Source: an optimization exercise on an open RTL-to-GDS flow (aim: small area and a short achievable clock period). Production flows keep margins and buffers that such runs may drop. At most, simulation tests tie the RTL to the original design; equivalence was not proved. For run 2, only the layout was checked, not whether the RTL still works.

==> flow/design.v (outline; a module is shown in full before it is edited, if it fits) <==
// module top_module: 1403 lines
// module pid_fa: 4 lines
// module pid_ha: 4 lines
// module pid_hao: 4 lines
module top_module(
    input [11:0] angleIn,
    input [11:0] setPoint,
    input [7:0] kp,
    input [7:0] ki,
    input [7:0] kd,
    input clk,
    input rst,
    output signed [8:0] dutyCycleOut
    );
  // ...
==> flow/flow/run.sh <==
#!/bin/bash
# The standard layout (standard.sh, unchanged synthesis), with:
#  - timing repair aimed past the clock period: SETUP_SLACK_MARGIN from
#    flow/margin.txt, repair limited to sizing moves (the SDC is unchanged);
#  - plain buffers (buf_1, resized as needed) on the ports instead of delay cells;
#  - sizing not restricted to the same cell footprint.
set -euo pipefail
MARGIN=$(cat flow/margin.txt)
bash standard.sh SETUP_SLACK_MARGIN=$MARGIN \
  BUFFER_PORTS_ARGS="-buffer_cell sky130_fd_sc_hd__buf_1" MATCH_CELL_FOOTPRINT=0 \
  SETUP_MOVE_SEQUENCE=unbuffer,sizeup,swap,clone finish > standard_make.log 2>&1
==> flow/flow/margin.txt <==
11.6
==> flow/standard.sh <==
#!/bin/bash
# synth_recipe.tcl (not shown) runs the flow's synth.tcl, then flattens the netlist and writes it again
# the make line also repeats each setting of config.mk as NAME=value (left out here)
make -C /OpenROAD-flow-scripts/flow DESIGN_CONFIG=/design/flow/config.mk WORK_HOME=/design/flow/orfs CLKGATE_MAP_FILE= SYNTH_SCRIPT=/design/flow/synth_recipe.tcl "${@:-finish}"
==> flow/config.mk <==
export PLATFORM = sky130hd
export DESIGN_NAME = top_module
export DESIGN_NICKNAME = top_module
export VERILOG_FILES = /design/flow/design.v
export SDC_FILE = /design/flow/constraint.sdc
export NUM_CORES = 4
export LEC_CHECK = 0
export CAP_MARGIN = 20
export CORE_MARGIN = 2
export CORE_UTILIZATION = 60
export CTS_BUF_LIST = sky130_fd_sc_hd__clkbuf_8
export SLEW_MARGIN = 20
export SYNTH_HIERARCHICAL = 1
==> flow/constraint.sdc <==
create_clock -name core_clock -period 16.0 [get_ports {clk}]
set_input_delay 3.2000 -clock core_clock [delete_from_list [all_inputs] [get_ports {clk}]]
set_output_delay 3.2000 -clock core_clock [all_outputs]
set_load 0.01 [all_outputs]
==> run summary, run 1 <==
met2 Use GR = 48.1%
final WL = 30200 µm
hold_buf cts = 0
status = timing/DRC/antenna clean
largest register by flop count = in_r
post-synthesis mux area share = 0.0808%
ClkCell Share = 1.78%
Worst path most repeated cell = fa_1
worst-case hold path end point = pen_r[12]$_SDFF_PP1_
Data buffer area share = 2.08%
post-synth design cell area = 12400 µm²
Plain + repair buffers = 61
root buffer cell = clkbuf_8
FF-to-FF path depth = 14
Reg2Reg Setup Slack = 11.29 ns
commonest non-fill, non-tap cells in the layout = nand2_1 (305), fa_1 (280), inv_1 (91), ha_1 (66), buf_1 (53)
Core Box Area = 20200 µm²
syn avg cell area = 10.1 µm²
worst reg2reg endpoint = inr_r$_SDFF_PP1_
final core utilization = 66.2%
Initial Utilization = 61.2%
vias per inst = 5.65
PostCTS Resize Cnt = 81
clock buffers = 9
CP top delay family = adder cells
CTS Buf Count = 9
Inst Count DP = 1488
fin crit period = 4.71 ns
Post-synth EDFFs = 0
Top Registers = in_r: 21 flops, e_r: 13 flops, pen_r: 13 flops
CTS Buffer Depth = 2
M3 GR Usage = 6.73%
Die Width = 148 µm
Post-synth ARST share = 0%
Port Buffers = 58
==> run 2, diff against run 1 <==
--- a/flow/design.v
+++ b/flow/design.v
@@ -13,16 +13,18 @@
     reg [12:0] pen_r;            
     reg [8:0] kpd_r;             
     reg [7:0] kd_r, ki_r;
     reg rst_r;                   
     reg [20:0] in_r;             
     reg [8:0] ylo_r;             
     reg inr_r;                   
     reg pos_r;                   
+    reg outr_r;                  
+    reg neg_r;                   
     wire signed [20:0] integ = ~in_r;
     wire w1;
     wire w2;
     wire w3;
     wire w4;
     wire w5;
     wire w6;
     wire w7;
@@ -1389,23 +1391,27 @@
         ki_r <= ki;
         if (rst_r) in_r <= ~21'd0;
         else if (integ > 255) in_r <= ~21'd255;
         else if (integ < -255) in_r <= ~(-21'sd255);
         else in_r <= isum_n;
         if (rst | rst_r) begin
             ylo_r <= 9'd0;
             inr_r <= 1'b1;
+            outr_r <= 1'b0;
         end else begin
             ylo_r <= y_lo;
             inr_r <= in_range;
+            outr_r <= ~in_range;
         end
         pos_r <= s_pos;
+        neg_r <= ~s_pos;
     end
-    assign dutyCycleOut = inr_r ? ylo_r : pos_r ? 9'sd255 : -9'sd255;
+    assign dutyCycleOut[3:0] = inr_r ? ylo_r[3:0] : {{3{pos_r}}, 1'b1};
+    assign dutyCycleOut[8:4] = outr_r ? {neg_r, {4{~neg_r}}} : ylo_r[8:4];
 endmodule
 module pid_fa(input a, input b, input ci, output s, output co);
     assign s = a ^ b ^ ci;
     assign co = (a & b) | (ci & (a ^ b));
 endmodule
 module pid_ha(input a, input b, output s, output co);
     assign s = a ^ b;
     assign co = a & b;
==> flow/flow/run.sh (replaced) <==
#!/bin/bash
# The standard layout (standard.sh, unchanged synthesis), with:
#  - timing repair aimed past the clock period: SETUP_SLACK_MARGIN from
#    flow/margin.txt, repair limited to sizing moves (the SDC is unchanged);
#  - plain buffers (buf_1, resized as needed) on the ports instead of delay cells;
#  - sizing not restricted to the same cell footprint.
set -euo pipefail
MARGIN=$(cat flow/margin.txt)
bash standard.sh SETUP_SLACK_MARGIN=$MARGIN \
  BUFFER_PORTS_ARGS="-buffer_cell sky130_fd_sc_hd__buf_1" MATCH_CELL_FOOTPRINT=0 \
  SETUP_MOVE_SEQUENCE=unbuffer,sizeup,swap finish > standard_make.log 2>&1
==> flow/flow/margin.txt (replaced) <==
11.4
==> run summary, run 2 <==
register area share after synthesis = 13.8%
Netlist cell types = 54
Initial Utilization = 61.3% (+0.093 points)
hold_buf cts = 0 (unchanged)
area grow syn2layout = 7.74%
vias per inst = 5.80 (+2.7%)
GRT Residual Overflow = 0
Largest register FFs = 21
Ant. Diodes = 0
Hold Path Origin = e_r[12]$_DFF_P_
commonest non-fill, non-tap cell in the layout = fa_1
Critical Path End Type = register
clk slew on worst S/H paths = 0.10 ns
top-count cell post-synth = fa_1
layout cells sized above 1 = 11.6%
final WL = 29800 µm (-1.5%)
Reg2Reg Setup Slack = 11.20 ns (-0.09 ns)
DRC violation count after routing = 0
commonest cells in the netlist = fa_1 (304), nand2_1 (297), inv_1 (95)
fin crit period = 4.80 ns (+0.0873 ns)
Post-DP Area = 12800 µm²
first-pass GRT wire length = 49100 µm
antenna-violating nets left = 0
Slew Limit Fails = 0
Worst Clk Skew = 0.0120 ns
clk latency of the worst-skew pair = 0.38 ns
Slew @ Worst Pin = 0.740 ns
largest family of logic cells by synthesized area = adder cells
reg2reg start = e_r[2]$_DFF_P_
Worst Path Max Fanout = 18
data required time of the worst path = 16.28 ns
post-synthesis compound-gate area fraction = 5.64%
routed len/inst = 19.8 µm
Yosys top cell area share = 48.9%
Tot GR Track Use = 29.5%
Final Hold Viols = 0
Top Registers = in_r: 21 flops, e_r: 13 flops, pen_r: 13 flops
critical path arrival = 5.07 ns
RSZ-0062 raised after global routing = yes
post-CTS setup repair buffer count = 0
leading area contributor after synthesis = fa_1
Hold WC Path Type = reg -> reg
type of origin of the critical path = register
FMAX = 0.209 GHz
Core Rows = 52
syn_nets = 1655
Post-Synth Adder-Cell Area = 56.7%
CTS Buffer Depth = 2 (unchanged)
routed vias = 8710
Critical Path Source = e_r[2]$_DFF_P_
synth warn = 7
initial antenna violation count = 0
Nets = 1659
CTS Buf Count = 9 (unchanged)
chip height = 148 µm
fin area = 13400 µm²
Final GP Congestion = 0.877
clock sinks = 86
post-synth design cell area = 12500 µm² (+0.47%)
MaxCap Viol Count = 0
Finish-stage setup viols = 0
die area = 21900 µm²
status = timing/DRC/antenna clean
Port Buffers = 58 (unchanged)
CTS tree = built
root buffer cell = clkbuf_8
largest register by flop count = in_r
commonest non-fill, non-tap cells in the layout = fa_1 (277), nand2_1 (276), inv_1 (92), ha_1 (72), buf_1 (54)
setup TNS = 0 ns
xor/xnor share of the synthesized area = 2.81%
syn avg cell area = 10.2 µm² (+0.80%)
Syn Inst Count = 1223
1st-iter DRT viols = 479
Setup CP Type = reg -> reg
predominant post-synthesis flop cell = dfxtp_1
Post-synth ARST share = 0% (unchanged)
vias in the first global route = 9501
TritonRoute pass-1 iters = 5
Core Box Area = 20300 µm² (+0.32%)
period utilization = 30.0%
largest net degree at the start of global routing = 26
H-tree levels = 3
post-synthesis mux area share = 0.251% (+0.17 points)
flops & latches, synth = 86
HPWL after DPL = 23500 µm
Synth Area in Simple Gates = 15.8%
Die Width = 148 µm (+0.23%)
Area contributors post-synth = fa_1 (49%), dfxtp_1 (14%), nand2_1 (9.0%)
# IOs = 59
worst rel slew slack = 50.4%
Post-synth EDFFs = 0 (unchanged)
==> run 2: changes by cell type after synthesis, moves of 3 or more <==
cell      delta
nor2b_1      +4
nor2_1      +13
buf_2        -3
o21ai_0      -7
nand2_1     -19
a21oi_1      -3
and3_1       -4
o21ai_1      +4
clkbuf_1     +3
nor4_1       -4
==> run 2: modules after synthesis (local to each module, per instance) <==
module / cells / flops+latches / cell area (µm²) / copies in the design
pid_ha: 1 / 0 / 12.5 / 2
pid_fa: 1 / 0 / 20.0 / 283
top_module: 938 / 86 / 6760 / 1
==> run 2: path summary, 6_finish.rpt <==
| check | to | cells past startpoint |
|---|---|---|
| setup / recovery | outr_r$_SDFF_PP0_ | 17 |
| hold / removal | pen_r[12]$_SDFF_PP1_ | 1 |
| setup reg to reg | outr_r$_SDFF_PP0_ | 17 |
| hold reg to reg | pen_r[12]$_SDFF_PP1_ | 1 |
==> run 2: cell type report <==
class	instances	area, µm²
inverter	95	369
timing repair buffer	63	287
multi-input combinational	972	10400
clock buffer	9	124
clock inverter	7	95.1
tap	270	338
fill	1681	6890
sequential	86	1850
==> run 2: worst max-delay path, cell delays in order, from the launching register on <==
cell and delay (ns):
dfxtp_4 0.54, nand2_4 0.09, fa_2 0.38, fa_1 0.57, fa_1 0.44, fa_1 0.54, fa_1 0.42, ha_2 0.19
inv_1 0.06, fa_1 0.16, inv_1 0.04, a31o_1 0.22, fa_2 0.37, xnor2_2 0.16, nor4_2 0.14, nand4_1 0.13
o21ai_1 0.19, inv_1 0.05
==> run 2: cell families (layout without fill, tap and decap cells) <==
family	Yosys count	after routing
AOI/OAI and AO/OA	105	105
xor gates and xnor gates	40	40
adders and majority gates	382	382
buffers and inverters	165	174
DFF	86	86
muxes	3	3
and+or+nand+nor	442	442
==> run 2: through the flow <==
| step | setup slack (ns) | utilization (%) | hold slack, ns | cells |
|---|---|---|---|---|
| 2_1_floorplan | 11.02 | - | 0.423 | 1223 |
| 3_3_place_gp | 10.72 | 63.2 | 0.616 | 1486 |
| 3_5_place_dp | 10.64 | 63.2 | 0.615 | 1486 |
| 4_1_cts | 11.19 | 65.6 | 0.529 | 1502 |
| 5_1_grt | 11.05 | 66.1 | 0.561 | 1502 |
| 6_report | 11.20 | 66.1 | 0.527 | 1502 |
==> run 2: per-layer routing <==
metal | global-route usage (%) | vias to the layer above | wire length, µm
li1 | - | 3813 | -
met1 | 38.6 | 4545 | 12300
met2 | 50.3 | 276 | 14900
met3 | 3.68 | 76 | 1250
met4 | 12.6 | 0 | 1340
met5 | 0 | - | 0
==> run 2: repair_timing <==
| action | in CTS | in global routing |
|---|---|---|
| resized for setup | 118 | 29 |
| pin swaps | 26 | 9 |
| cloned | 0 | 0 |
| setup endpoints to repair | 20 | 19 |

[static timing again, ports no longer ideal]
How much do the figures lean on ideal ports? The routed layouts below were timed once more, with nothing changed but the port constraints.
Step 1, drivers: a clkbuf_16 drives clk and a buf_2 each remaining input, both assumed.
Step 2 times the ports against the registers' clock, not the clock port: input delays grow and output delays shrink by t, the midpoint of the rising clock arrivals with the driver on.
Slacks: ideal ports / drivers / drivers and shift; pairs: ideal ports / drivers.
run	shift t [ns]	setup WS [ns]	cell pins on the clock port's net
run 1	0.427	11.291 / 11.291 / 11.057	1
run 2	0.420	11.204 / 11.204 / 10.784	1
After both steps setup and hold are still met in every run listed. For run 2, which loses most, drivers alone change the setup slack by 0.000 ns; drivers and shift together by -0.420 ns.
